From an optimization exercise on the open Yosys and OpenROAD flow, aimed at small area and a short achievable clock period; shortcuts taken in it are not production practice.
Where RTL was checked, it was by simulation tests only, not by an equivalence proof against the original.
Power is estimated from default activity; no workload was simulated.

==> flow/design.v <==
module UART_TRANSMITTER (
	input clock_i, reset_n_i, data_write_i,
	input [7:0] data_i,
	input [5:0] data_buffer_full_thres_i,
	input [1:0] baudrate_select_i,
	output data_buffer_full_o,
	output uart_tx_o
);
reg [7:0] num;
reg w;
always @(*)
	case (baudrate_select_i)
		2'd0: w = num[4];
		2'd1: w = num[5];
		2'd2: w = num[6];
		default: w = num[7];
	endcase
always @(posedge clock_i)
	num <= reset_n_i ? (w ? 8'd0 : num + 8'd1) : 8'd0;
wire tick = reset_n_i & w;
localparam IDLE = 4'd3, START = 4'd8, PARITY = 4'd1, STOP = 4'd2;
reg [3:0] ph;
reg [5:0] cnt;
wire nonempty = cnt != 6'd0;
wire done = tick & (ph == STOP);
wire [5:0] match, nthr, ncnt, x1, x2;
wire [1:0] miss;
genvar i;
generate
	for (i = 0; i < 6; i = i + 1) begin : cmp
		G_INV t (.a(data_buffer_full_thres_i[i]), .y(nthr[i]));
		G_INV c (.a(cnt[i]), .y(ncnt[i]));
		G_NAND2 p (.a(data_buffer_full_thres_i[i]), .b(cnt[i]), .y(x1[i]));
		G_NAND2 q (.a(nthr[i]), .b(ncnt[i]), .y(x2[i]));
		G_NAND2 m (.a(x1[i]), .b(x2[i]), .y(match[i]));
	end
endgenerate
G_NAND3 n0 (.a(match[0]), .b(match[1]), .c(match[2]), .y(miss[0]));
G_NAND3 n1 (.a(match[3]), .b(match[4]), .c(match[5]), .y(miss[1]));
G_NOR2 n2 (.a(miss[0]), .b(miss[1]), .y(data_buffer_full_o));
reg full;
wire wr = data_write_i & ~full;
wire [5:0] cnt_up = done ? cnt : cnt + 6'd1;
wire [5:0] cnt_kp = done ? cnt - 6'd1 : cnt;
wire [5:0] cnt_nx = reset_n_i ? (wr ? cnt_up : cnt_kp) : 6'd0;
always @(posedge clock_i) begin
	cnt <= cnt_nx;
	full <= cnt_nx == data_buffer_full_thres_i;
end
always @(posedge clock_i)
	if (!reset_n_i)
		ph <= IDLE;
	else if (tick & (ph != IDLE | nonempty))
		ph <= (ph == IDLE) ? START : ph + 4'd1;
reg [255:0] R;             
reg [4:0] sw, sr;          
reg cm;                    
reg hc;                    
reg [7:0] D1;              
reg v1;                    
wire [4:0] sw1 = sw + 5'd1;
wire [3:0] E = sw1[4:1];   
wire ins = (wr & ~sw[0]) | v1;
wire [7:0] nidata;
G_MUX2I8 dmux (.a(data_i), .b(D1), .s(v1), .y(nidata));
wire [7:0] idata = ~nidata;
wire hclr = (ph[3:2] == 2'd0) & (ph != IDLE) & ~hc & (sr == 5'd0);
wire clr = ~reset_n_i | hclr | (cm & (sr != 5'd0));
wire [7:0] tapa = ~R[255:248];    
wire [7:0] tapb = ~R[127:120];    
always @(posedge clock_i) begin
	D1 <= data_i;
	v1 <= wr & sw[0];
end
always @(posedge clock_i)
	if (!reset_n_i) begin
		sw <= 5'd1;
		sr <= 5'd1;
		cm <= 1'b1;
		hc <= 1'b0;
	end else begin
		sw <= wr ? sw : sw1;
		sr <= hclr ? sr : sr + 5'd1;
		cm <= cm & (sr != 5'd0);
		hc <= done ? 1'b0 : (hc | hclr);
	end
reg nb, par, txq;
wire [2:0] k = ph[2:0];    
always @(posedge clock_i)
	if (sr[3:0] == 4'd0)
		nb <= sr[4] ? tapb[k] : tapa[k];
always @(posedge clock_i)
	if (tick & ph[3])
		par <= (ph == START ? 1'b0 : par) ^ nb;
always @(posedge clock_i)
	if (!reset_n_i)
		txq <= 1'b1;
	else if (tick)
		txq <= (ph == IDLE) ? ~nonempty :
		       ph[3] ? nb :
		       (ph == 4'd0) ? par : 1'b1;
assign uart_tx_o = txq;
genvar m;
generate
	for (m = 0; m < 16; m = m + 1) begin : stage
		wire sel = ins & (E == m);
		if (m == 0) begin : tap
			always @(posedge clock_i)
				R[7:0] <= (tapa & {8{~clr}}) | ({8{sel & reset_n_i}} & idata);
		end else if (m % 2 == 1) begin : inv
			wire [7:0] d;
			RING_AOI g (.a(R[16*m-8 +: 8]), .d(idata), .s(sel), .y(d));
			always @(posedge clock_i)
				R[16*m +: 8] <= d;
		end else begin : noninv
			wire [7:0] d;
			RING_OAI g (.a(R[16*m-8 +: 8]), .nd(nidata), .ns(~sel), .y(d));
			always @(posedge clock_i)
				R[16*m +: 8] <= d;
		end
		always @(posedge clock_i)
			R[16*m+8 +: 8] <= R[16*m +: 8];
	end
endgenerate
endmodule
module RING_AOI (
	input [7:0] a, d,
	input s,
	output [7:0] y
);
assign y = ~(a | ({8{s}} & d));
endmodule
module RING_OAI (
	input [7:0] a, nd,
	input ns,
	output [7:0] y
);
assign y = ~(a & ({8{ns}} | nd));
endmodule
module G_INV (input a, output y);
assign y = ~a;
endmodule
module G_NAND2 (input a, b, output y);
assign y = ~(a & b);
endmodule
module G_NAND3 (input a, b, c, output y);
assign y = ~(a & b & c);
endmodule
module G_NOR2 (input a, b, output y);
assign y = ~(a | b);
endmodule
module G_MUX2I8 (input [7:0] a, b, input s, output [7:0] y);
assign y = ~(s ? b : a);
endmodule
export LEC_CHECK = 0
export CAP_MARGIN = 20
export CORE_MARGIN = 2
export CORE_UTILIZATION = 60
export CTS_CLUSTER_DIAMETER = 100
export CTS_CLUSTER_SIZE = 30
export SETUP_SLACK_MARGIN = 3.2
export SLEW_MARGIN = 20
export SYNTH_HIERARCHICAL = 1
export SYNTH_MINIMUM_KEEP_SIZE = 0
create_clock -name core_clock -period 6.0 [get_ports {clock_i}]
standard.sh (not shown) runs the stock make flow with config.mk's settings and CLKGATE_MAP_FILE= SYNTH_SCRIPT=/design/flow/synth_recipe.tcl, a recipe that flattens the netlist after the stock synthesis.
==> flow/flow/run.sh <==
#!/bin/bash
# The standard layout, with the ports buffered by plain buffers instead of
# ORFS's default choice (a delay cell that repair cannot resize out of its
# footprint). Everything else is the standard.sh unchanged.
set -euo pipefail
export BUFFER_PORTS_ARGS="-buffer_cell sky130_fd_sc_hd__buf_2"
bash standard.sh > standard.log 2>&1
Change:
--- a/flow/design.v
+++ b/flow/design.v
@@ -35,21 +35,18 @@
 		G_NAND2 m (.a(x1[i]), .b(x2[i]), .y(match[i]));
 	end
 endgenerate
 G_NAND3 n0 (.a(match[0]), .b(match[1]), .c(match[2]), .y(miss[0]));
 G_NAND3 n1 (.a(match[3]), .b(match[4]), .c(match[5]), .y(miss[1]));
 G_NOR2 n2 (.a(miss[0]), .b(miss[1]), .y(data_buffer_full_o));
-reg full;
+wire full = cnt == data_buffer_full_thres_i;
 wire wr = data_write_i & ~full;
 wire [5:0] cnt_up = done ? cnt : cnt + 6'd1;
 wire [5:0] cnt_kp = done ? cnt - 6'd1 : cnt;
-wire [5:0] cnt_nx = reset_n_i ? (wr ? cnt_up : cnt_kp) : 6'd0;
-always @(posedge clock_i) begin
-	cnt <= cnt_nx;
-	full <= cnt_nx == data_buffer_full_thres_i;
-end
+always @(posedge clock_i)
+	cnt <= reset_n_i ? (wr ? cnt_up : cnt_kp) : 6'd0;
 always @(posedge clock_i)
 	if (!reset_n_i)
 		ph <= IDLE;
 	else if (tick & (ph != IDLE | nonempty))
 		ph <= (ph == IDLE) ? START : ph + 4'd1;
 reg [255:0] R;             
Outcome: First-iteration DRC count stays flat; power is about the same; die area went down by 2.8%; clock skew stays flat; via count went down by 7.9%; sequential cell count went down by 1; combinational power went up by about 17%; hold slack hardly moves; wire length went down by about 7%; core utilization went up by 0.69 points; setup slack hardly moves; final area went down by 2.8%; sequential power went up by about 3%.
No functional check of the RTL was part of the first run of this note.

* * *

Another version of the RTL of UART_TRANSMITTER (not shown whole).
Size in the first run: roughly 730 cells after synthesis, roughly 310 flip-flops, about 21 I/O pins, about 8900 sq um of cells after synthesis.
==> module UART_TRANSMITTER, before the edit <==
module UART_TRANSMITTER (
	input clock_i, reset_n_i, data_write_i,
	input [7:0] data_i,
	input [5:0] data_buffer_full_thres_i,
	input [1:0] baudrate_select_i,
	output data_buffer_full_o,
	output uart_tx_o
);
reg [7:0] num;
reg w;
always @(*)
	case (baudrate_select_i)
		2'd0: w = num[4];
		2'd1: w = num[5];
		2'd2: w = num[6];
		default: w = num[7];
	endcase
always @(posedge clock_i)
	num <= reset_n_i ? (w ? 8'd0 : num + 8'd1) : 8'd0;
wire tick = reset_n_i & w;
reg [3:0] ph;
reg [5:0] cnt;
wire nonempty = cnt != 6'd0;
wire done = tick & (ph == 4'd11);
assign data_buffer_full_o = cnt == data_buffer_full_thres_i;
wire wr = data_write_i & ~data_buffer_full_o & reset_n_i;
always @(posedge clock_i)
	cnt <= reset_n_i ? cnt + {5'd0, wr} - {5'd0, done} : 6'd0;
always @(posedge clock_i)
	if (!reset_n_i)
		ph <= 4'd0;
	else if (tick)
		ph <= (ph == 4'd0) ? {3'd0, nonempty} : (ph == 4'd11) ? 4'd0 : ph + 4'd1;
reg [7:0] H;
reg hv, par, txq;
wire shift = tick & (ph >= 4'd1) & (ph <= 4'd8);
always @(posedge clock_i)
	if (!reset_n_i)
		txq <= 1'b1;
	else if (tick)
		txq <= (ph == 4'd0) ? ~nonempty :
		       (ph <= 4'd8) ? H[0] :
		       (ph == 4'd9) ? par : 1'b1;
always @(posedge clock_i)
	if (shift)
		par <= (ph == 4'd1 ? 1'b0 : par) ^ H[0];
assign uart_tx_o = txq;
reg [255:0] R;             
reg [4:0] sw, sr;          
reg cm;                    
reg [7:0] D1;              
reg v1;                    
wire rempty = sw == sr;
wire [4:0] sw1 = sw + 5'd1;
wire [3:0] E = sw1[4:1];   
wire blk = v1 & (E == 4'd0);
wire ld = ~hv & ~rempty & (sr == 5'd0) & ~blk;
wire direct = wr & ~hv & rempty;
wire rw = wr & ~direct;
wire ins = (rw & ~sw[0]) | (v1 & reset_n_i);
wire [7:0] idata = v1 ? D1 : data_i;
wire [7:0] nidata = ~idata;
wire clr = ~reset_n_i | ld | (cm & (sr != 5'd0));
wire [7:0] tapv = ~R[255:248];
always @(posedge clock_i) begin
	D1 <= data_i;
	v1 <= rw & sw[0];
end
always @(posedge clock_i)
	if (!reset_n_i) begin
		sw <= 5'd1;
		sr <= 5'd1;
		cm <= 1'b1;
	end else begin
		sw <= rw ? sw : sw1;
		sr <= ld ? sr : sr + 5'd1;
		cm <= cm & (sr != 5'd0);
	end
always @(posedge clock_i) begin
	if (ld)
		H <= tapv;
	else if (direct)
		H <= data_i;
	else if (shift)
		H <= {1'b0, H[7:1]};
end
always @(posedge clock_i)
	if (!reset_n_i)
		hv <= 1'b0;
	else if (ld | direct)
		hv <= 1'b1;
	else if (shift & (ph == 4'd8))
		hv <= 1'b0;
genvar m;
generate
	for (m = 0; m < 16; m = m + 1) begin : stage
		wire sel = ins & (E == m);
		if (m == 0) begin : tap
			always @(posedge clock_i)
				R[7:0] <= (tapv & {8{~clr}}) | ({8{sel}} & idata);
		end else if (m % 2 == 1) begin : inv
			wire [7:0] d;
			RING_AOI g (.a(R[16*m-8 +: 8]), .d(idata), .s(sel), .y(d));
			always @(posedge clock_i)
				R[16*m +: 8] <= d;
		end else begin : noninv
			wire [7:0] d;
			RING_OAI g (.a(R[16*m-8 +: 8]), .nd(nidata), .ns(~sel), .y(d));
			always @(posedge clock_i)
				R[16*m +: 8] <= d;
		end
		always @(posedge clock_i)
			R[16*m+8 +: 8] <= R[16*m +: 8];
	end
endgenerate
endmodule
clock: 6.0 ns
lec_check: 0
cap_margin: 20
core_margin: 2
core_utilization: 40
cts_cluster_size: 25
setup_slack_margin: 2.6
slew_margin: 20
synth_hierarchical: 1
synth_minimum_keep_size: 0
run.sh (not shown) runs the stock make flow with config.mk's settings and CLKGATE_MAP_FILE= SYNTH_SCRIPT=/design/flow/synth_recipe.tcl, a recipe that flattens the netlist after the stock synthesis.
Stock flow here: none of the scripts above is used.
Next try:
--- a/flow/design.v
+++ b/flow/design.v
@@ -21,13 +21,15 @@
 reg [3:0] ph;
 reg [5:0] cnt;
 wire nonempty = cnt != 6'd0;
 wire done = tick & (ph == 4'd11);
 assign data_buffer_full_o = cnt == data_buffer_full_thres_i;
-wire wr = data_write_i & ~data_buffer_full_o & reset_n_i;
+wire wr = data_write_i & ~data_buffer_full_o;
+wire [5:0] cnt_up = done ? cnt : cnt + 6'd1;
+wire [5:0] cnt_kp = done ? cnt - 6'd1 : cnt;
 always @(posedge clock_i)
-	cnt <= reset_n_i ? cnt + {5'd0, wr} - {5'd0, done} : 6'd0;
+	cnt <= reset_n_i ? (wr ? cnt_up : cnt_kp) : 6'd0;
 always @(posedge clock_i)
 	if (!reset_n_i)
 		ph <= 4'd0;
 	else if (tick)
 		ph <= (ph == 4'd0) ? {3'd0, nonempty} : (ph == 4'd11) ? 4'd0 : ph + 4'd1;
@@ -55,18 +57,18 @@
 wire [3:0] E = sw1[4:1];   
 wire blk = v1 & (E == 4'd0);
 wire ld = ~hv & ~rempty & (sr == 5'd0) & ~blk;
 wire direct = wr & ~hv & rempty;
 wire rw = wr & ~direct;
-wire ins = (rw & ~sw[0]) | (v1 & reset_n_i);
+wire ins = ((rw & ~sw[0]) | v1) & reset_n_i;
 wire [7:0] idata = v1 ? D1 : data_i;
 wire [7:0] nidata = ~idata;
 wire clr = ~reset_n_i | ld | (cm & (sr != 5'd0));
 wire [7:0] tapv = ~R[255:248];
 always @(posedge clock_i) begin
 	D1 <= data_i;
-	v1 <= rw & sw[0];
+	v1 <= rw & sw[0] & reset_n_i;
 end
 always @(posedge clock_i)
 	if (!reset_n_i) begin
 		sw <= 5'd1;
 		sr <= 5'd1;
Final area is about the same; total power came out higher by 2.8%; clock-buffer cell count came out higher by 6; global-route usage came out higher by 1.4 points; via count came out higher by 2.8%; fmax came out lower by 4.8%.
Function was not checked in any run of this note: the RTL went through the layout flow alone.

* * *

Another version of the RTL of UART_TRANSMITTER (not shown whole).
For scale: roughly 730 cells after synthesis, roughly 310 flip-flops, roughly 21 I/O pins, roughly 9000 µm² of cells after synthesis.
## UART_TRANSMITTER
module UART_TRANSMITTER (
	input clock_i, reset_n_i, data_write_i,
	input [7:0] data_i,
	input [5:0] data_buffer_full_thres_i,
	input [1:0] baudrate_select_i,
	output data_buffer_full_o,
	output uart_tx_o
);
==> module UART_TRANSMITTER, before the edit <==
module UART_TRANSMITTER (
	input clock_i, reset_n_i, data_write_i,
	input [7:0] data_i,
	input [5:0] data_buffer_full_thres_i,
	input [1:0] baudrate_select_i,
	output data_buffer_full_o,
	output uart_tx_o
);
reg [7:0] num;
reg w;
always @(*)
	case (baudrate_select_i)
		2'd0: w = num[4];
		2'd1: w = num[5];
		2'd2: w = num[6];
		default: w = num[7];
	endcase
always @(posedge clock_i)
	num <= reset_n_i ? (w ? 8'd0 : num + 8'd1) : 8'd0;
wire tick = reset_n_i & w;
reg [3:0] ph;
reg [5:0] cnt;
wire nonempty = cnt != 6'd0;
wire done = tick & (ph == 4'd11);
EQ6 full_out (.a(cnt), .b(data_buffer_full_thres_i), .eq(data_buffer_full_o));
wire full = cnt == data_buffer_full_thres_i;
wire wr = data_write_i & ~full;
wire [5:0] cnt_up = done ? cnt : cnt + 6'd1;
wire [5:0] cnt_kp = done ? cnt - 6'd1 : cnt;
always @(posedge clock_i)
	cnt <= reset_n_i ? (wr ? cnt_up : cnt_kp) : 6'd0;
always @(posedge clock_i)
	if (!reset_n_i)
		ph <= 4'd0;
	else if (tick)
		ph <= (ph == 4'd0) ? {3'd0, nonempty} : (ph == 4'd11) ? 4'd0 : ph + 4'd1;
reg [7:0] H;
reg hv, par, txq;
wire shift = tick & (ph >= 4'd1) & (ph <= 4'd8);
always @(posedge clock_i)
	if (!reset_n_i)
		txq <= 1'b1;
	else if (tick)
		txq <= (ph == 4'd0) ? ~nonempty :
		       (ph <= 4'd8) ? H[0] :
		       (ph == 4'd9) ? par : 1'b1;
always @(posedge clock_i)
	if (shift)
		par <= (ph == 4'd1 ? 1'b0 : par) ^ H[0];
assign uart_tx_o = txq;
reg [255:0] R;             
reg [4:0] sw, sr;          
reg cm;                    
reg [7:0] D1;              
reg v1;                    
wire rempty = sw == sr;
wire [4:0] sw1 = sw + 5'd1;
wire [3:0] E = sw1[4:1];   
wire blk = v1 & (E == 4'd0);
wire ld = ~hv & ~rempty & (sr == 5'd0) & ~blk;
wire direct = wr & ~hv & rempty;
wire rw = wr & ~direct;
wire ins = (rw & ~sw[0]) | v1;
wire [7:0] idata = v1 ? D1 : data_i;
wire [7:0] nidata = ~idata;
wire clr = ~reset_n_i | ld | (cm & (sr != 5'd0));
wire [7:0] tapv = ~R[255:248];
always @(posedge clock_i) begin
	D1 <= data_i;
	v1 <= rw & sw[0];
end
always @(posedge clock_i)
	if (!reset_n_i) begin
		sw <= 5'd1;
		sr <= 5'd1;
		cm <= 1'b1;
	end else begin
		sw <= rw ? sw : sw1;
		sr <= ld ? sr : sr + 5'd1;
		cm <= cm & (sr != 5'd0);
	end
always @(posedge clock_i) begin
	if (ld)
		H <= tapv;
	else if (direct)
		H <= data_i;
	else if (shift)
		H <= {1'b0, H[7:1]};
end
always @(posedge clock_i)
	if (!reset_n_i)
		hv <= 1'b0;
	else if (ld | direct)
		hv <= 1'b1;
	else if (shift & (ph == 4'd8))
		hv <= 1'b0;
genvar m;
generate
	for (m = 0; m < 16; m = m + 1) begin : stage
		wire sel = ins & (E == m);
		if (m == 0) begin : tap
			always @(posedge clock_i)
				R[7:0] <= (tapv & {8{~clr}}) | ({8{sel & reset_n_i}} & idata);
		end else if (m % 2 == 1) begin : inv
			wire [7:0] d;
			RING_AOI g (.a(R[16*m-8 +: 8]), .d(idata), .s(sel), .y(d));
			always @(posedge clock_i)
				R[16*m +: 8] <= d;
		end else begin : noninv
			wire [7:0] d;
			RING_OAI g (.a(R[16*m-8 +: 8]), .nd(nidata), .ns(~sel), .y(d));
			always @(posedge clock_i)
				R[16*m +: 8] <= d;
		end
		always @(posedge clock_i)
			R[16*m+8 +: 8] <= R[16*m +: 8];
	end
endgenerate
endmodule
==> module EQ6, before the edit <==
module EQ6 (
	input [5:0] a, b,
	output eq
);
assign eq = a == b;
endmodule
clock: 6.0 ns
lec_check: 0
cap_margin: 20
core_margin: 2
core_utilization: 40
cts_cluster_diameter: 50
cts_cluster_size: 32
setup_slack_margin: 2.9
slew_margin: 20
synth_hierarchical: 1
synth_minimum_keep_size: 0
standard.sh (not shown) runs the stock make flow with config.mk's settings and CLKGATE_MAP_FILE= SYNTH_SCRIPT=/design/flow/synth_recipe.tcl, a recipe that flattens the netlist after the stock synthesis.
Scripts as last shown in full above: flow/flow/run.sh
Rerun with:
--- a/flow/design.v
+++ b/flow/design.v
@@ -20,13 +20,12 @@
 wire tick = reset_n_i & w;
 reg [3:0] ph;
 reg [5:0] cnt;
 wire nonempty = cnt != 6'd0;
 wire done = tick & (ph == 4'd11);
-EQ6 full_out (.a(cnt), .b(data_buffer_full_thres_i), .eq(data_buffer_full_o));
-wire full = cnt == data_buffer_full_thres_i;
-wire wr = data_write_i & ~full;
+assign data_buffer_full_o = cnt == data_buffer_full_thres_i;
+wire wr = data_write_i & ~data_buffer_full_o;
 wire [5:0] cnt_up = done ? cnt : cnt + 6'd1;
 wire [5:0] cnt_kp = done ? cnt - 6'd1 : cnt;
 always @(posedge clock_i)
 	cnt <= reset_n_i ? (wr ? cnt_up : cnt_kp) : 6'd0;
 always @(posedge clock_i)
@@ -129,11 +128,5 @@
 	input ns,
 	output [7:0] y
 );
 assign y = ~(a & ({8{ns}} | nd));
 endmodule
-module EQ6 (
-	input [5:0] a, b,
-	output eq
-);
-assign eq = a == b;
-endmodule
What happened: Final cell count is about the same. Clock skew went up by 5.2 ps. Wire length rose by about 4%. Design area shrinks by 0.64%. Global-route usage grows by 0.48 points. Synthesized area hardly moves. Power shrinks by 1.3%. Utilization goes down by 0.30 points.
Only the layout flow was run in the first run of this note; the RTL was not checked for function there.

-- re-timing with driven ports --
The results above use ideal ports. As a check the final layouts listed here were re-extracted and re-timed, cells and wires unchanged.
Step 1 (the two cells are an assumption about what drives the block):
set clk [get_ports {clock_i}]
set_driving_cell -lib_cell sky130_fd_sc_hd__clkbuf_16 $clk
set_driving_cell -lib_cell sky130_fd_sc_hd__buf_2 [delete_from_list [all_inputs] $clk]
Step 2 times the ports against the registers' clock, not the clock port: input delays grow and output delays shrink by t, the midpoint of the rising clock arrivals with the driver on.
Slacks: ideal ports / drivers / drivers and shift; pairs: ideal ports / drivers.
| run | shift t [ns] | setup slack, ns | clock arrival spread, ns |
|---|---|---|---|
| the first run of note 1 | 0.516 | 3.065 / 3.026 / 2.732 | 0.023 / 0.023 |
| the second run of note 1 | 0.507 | 3.065 / 3.024 / 2.631 | 0.022 / 0.022 |
| the first run of note 2 | 0.569 | 2.777 / 2.796 / 2.228 | 0.019 / 0.019 |
| the second run of note 2 | 0.595 | 2.615 / 2.637 / 2.042 | 0.009 / 0.009 |
| the first run of note 3 | 0.559 | 2.935 / 2.911 / 2.574 | 0.032 / 0.032 |
| the second run of note 3 | 0.561 | 2.948 / 2.927 / 2.603 | 0.037 / 0.038 |
After both steps setup and hold are still met in every run listed. For the second run of note 2, which loses most, drivers alone change the setup slack by +0.022 ns; drivers and shift together by -0.573 ns.
